This design comes from an exercise in tuning for small area, a short achievable clock period and few clock cycles per item on the open sky130 flow, not from production work.
RTL that was checked went through simulation tests only; none was proved equivalent to the original.

Design mult32x32_fast, start of the top module:
module mult32x32_fast (
    input logic clk,
    input logic reset,
    input logic start,
    input logic [31:0] a,
    input logic [31:0] b,
    output logic busy,
    output logic [63:0] product
);
clock: 10.0 ns
lec_check: 0
cap_margin: 20
core_margin: 2
core_utilization: 40
setup_slack_margin: 2.5
slew_margin: 20
synth_hierarchical: 1
synth_minimum_keep_size: 0
tns_end_percent: 0
standard.sh (not shown) runs the stock make flow with config.mk's settings and CLKGATE_MAP_FILE= SYNTH_SCRIPT=/design/flow/synth_recipe.tcl, a recipe that flattens the netlist after the stock synthesis.
==> flow/flow/run.sh <==
#!/bin/bash
# Own layout flow: the standard synthesis and layout (standard.sh), with two changes:
#  - before floorplanning, every combinational cell of the synthesized netlist is set to
#    the smallest drive strength of its footprint (flow/resize.py); registers are untouched,
#    and the layout's repair steps size cells up again where needed;
#  - ports are buffered with buf_2 instead of the default port buffer.
# Each tool's output goes to a log file in this folder.
set -euo pipefail
R=orfs/results/sky130hd/mult32x32_fast/base
export BUFFER_PORTS_ARGS="-buffer_cell sky130_fd_sc_hd__buf_2"
bash standard.sh synth > synth.log 2>&1
python3 flow/resize.py "$FLOW_HOME/platforms/sky130hd/lib/sky130_fd_sc_hd__tt_025C_1v80.lib" $R/1_2_yosys.v > resize.log 2>&1
touch $R/1_2_yosys.v
bash standard.sh > layout.log 2>&1
==> flow/flow/resize.py <==
#!/usr/bin/env python3
"""Set every combinational cell of the synthesized netlist to the smallest cell of its
footprint (the same function and pins, the lowest drive strength). Flip-flops, latches and
tie cells are left as synthesis made them. The layout's own repair steps size cells up
again where slew, capacitance or timing need it.
usage: resize.py LIBERTY NETLIST"""
import re, sys, collections
lib, path = sys.argv[1], sys.argv[2]
area, foot, seq = {}, {}, set()
cur = None
for line in open(lib):
    m = re.search(r'^\s*cell\s*\(\s*"?(sky130_fd_sc_hd__\w+)"?\s*\)', line)
    if m:
        cur = m.group(1); continue
    if cur is None:
        continue
    m = re.search(r'^\s*area\s*:\s*([\d.]+)', line)
    if m: area[cur] = float(m.group(1))
    m = re.search(r'cell_footprint\s*:\s*"([^"]+)"', line)
    if m: foot[cur] = m.group(1)
    if re.search(r'^\s*(ff|latch|statetable)\s*\(', line): seq.add(cur)
best = {}
for c, f in foot.items():
    if c in seq or "lpflow" in c or "probe" in c or c not in area:
        continue
    if f not in best or area[c] < area[best[f]]:
        best[f] = c
text = open(path).read()
used = collections.Counter(re.findall(r'^\s*(sky130_fd_sc_hd__\w+)\s', text, re.M))
for c, n in sorted(used.items()):
    if c in seq or c not in foot or "conb" in c:
        continue
    b = best.get(foot[c])
    if b and b != c and area[b] < area[c]:
        text = re.sub(r'(^\s*)%s(\s)' % c, r'\g<1>%s\g<2>' % b, text, flags=re.M)
        print(f"{c} -> {b}: {n}")
open(path, "w").write(text)
Then changed:
--- a/flow/config.mk
+++ b/flow/config.mk
@@ -8,5 +8,6 @@
 export CAP_MARGIN = 20
 export CORE_MARGIN = 2
-export CORE_UTILIZATION = 40
+export CORE_UTILIZATION = 60
+export PLACE_DENSITY = 0.75
 export SETUP_SLACK_MARGIN = 2.5
 export SLEW_MARGIN = 20
The changed run went through all stages and came out clean. Via count climbs by 2.0%. Final cell count drops by about 8%. Cell area drops by 1.0%. Setup slack gets worse by 0.047 ns. Die area drops by about 33%. First-iteration DRC count climbs by 24%.
Function was not checked in any run of this note: the RTL went through the layout flow alone.

Another version of the RTL of mult32x32_fast (not shown whole).
Size in the first run: roughly 1700 cells after synthesis, about 0.018 mm² of cells after synthesis.
export LEC_CHECK = 0
export CAP_MARGIN = 20
export CORE_MARGIN = 2
export CORE_UTILIZATION = 40
export CTS_BUF_LIST = sky130_fd_sc_hd__clkbuf_4 sky130_fd_sc_hd__clkbuf_8
export SETUP_SLACK_MARGIN = 4.8
export SLEW_MARGIN = 20
export SYNTH_HIERARCHICAL = 1
export SYNTH_MINIMUM_KEEP_SIZE = 0
export TNS_END_PERCENT = 0
create_clock -name core_clock -period 10.0 [get_ports {clk}]
Scripts as last shown in full above: flow/flow/run.sh
Other scripts of this flow, unchanged in this note and not shown: flow/flow/resize.py
The baseline finished clean.
Testbench counts at the start, summed over its fixed seeds: cycles 4,794, items 3,200.
Then changed:
--- a/flow/flow/run.sh
+++ b/flow/flow/run.sh
@@ -10,2 +10,5 @@
 export BUFFER_PORTS_ARGS="-buffer_cell sky130_fd_sc_hd__buf_2"
+export SKIP_INCREMENTAL_REPAIR=1
+export SKIP_CTS_REPAIR_TIMING=1
+export SETUP_MOVE_SEQUENCE="sizeup,swap"
 bash standard.sh synth > synth.log 2>&1
The changed run completed with no timing, DRC or antenna violations; global-route usage falls by 0.41 points.

-- static timing again, ports no longer ideal --
No port has a modelled driver above. Below, the same layouts with a new extraction and two added sets of constraints. Step 1 sets driving cells, clkbuf_16 on the clock port and buf_2 on the other inputs (assumed; they add their load-dependent delay and slew). Step 2 also shifts input and output timing later by t, the mid clock arrival at the registers, as if the neighbouring blocks saw the same clock. a / b / c = ideal ports / drivers / drivers and shift; a / b = the first two.
run | t, ns | slack for setup (ns) | clock arrival spread, ns | slew at the worst register clock pin (ns) | worst data-port slew with drivers (ns)
the first run of note 1 | 0.391 | 2.658 / 2.681 / 2.291 | 0.021 / 0.021 | 0.08 / 0.08 | 0.04
the second run of note 1 | 0.388 | 2.611 / 2.636 / 2.248 | 0.012 / 0.012 | 0.07 / 0.07 | 0.03
the first run of note 2 | 0.502 | 4.677 / 4.629 / 4.127 | 0.032 / 0.032 | 0.10 / 0.10 | 0.15
the second run of note 2 | 0.501 | 4.050 / 4.050 / 3.731 | 0.026 / 0.026 | 0.10 / 0.10 | 0.05
After both steps setup and hold are still met in every run listed. The setup slack of the first run of note 2, which loses most, moves by -0.048 ns with the drivers and by -0.550 ns with both steps.
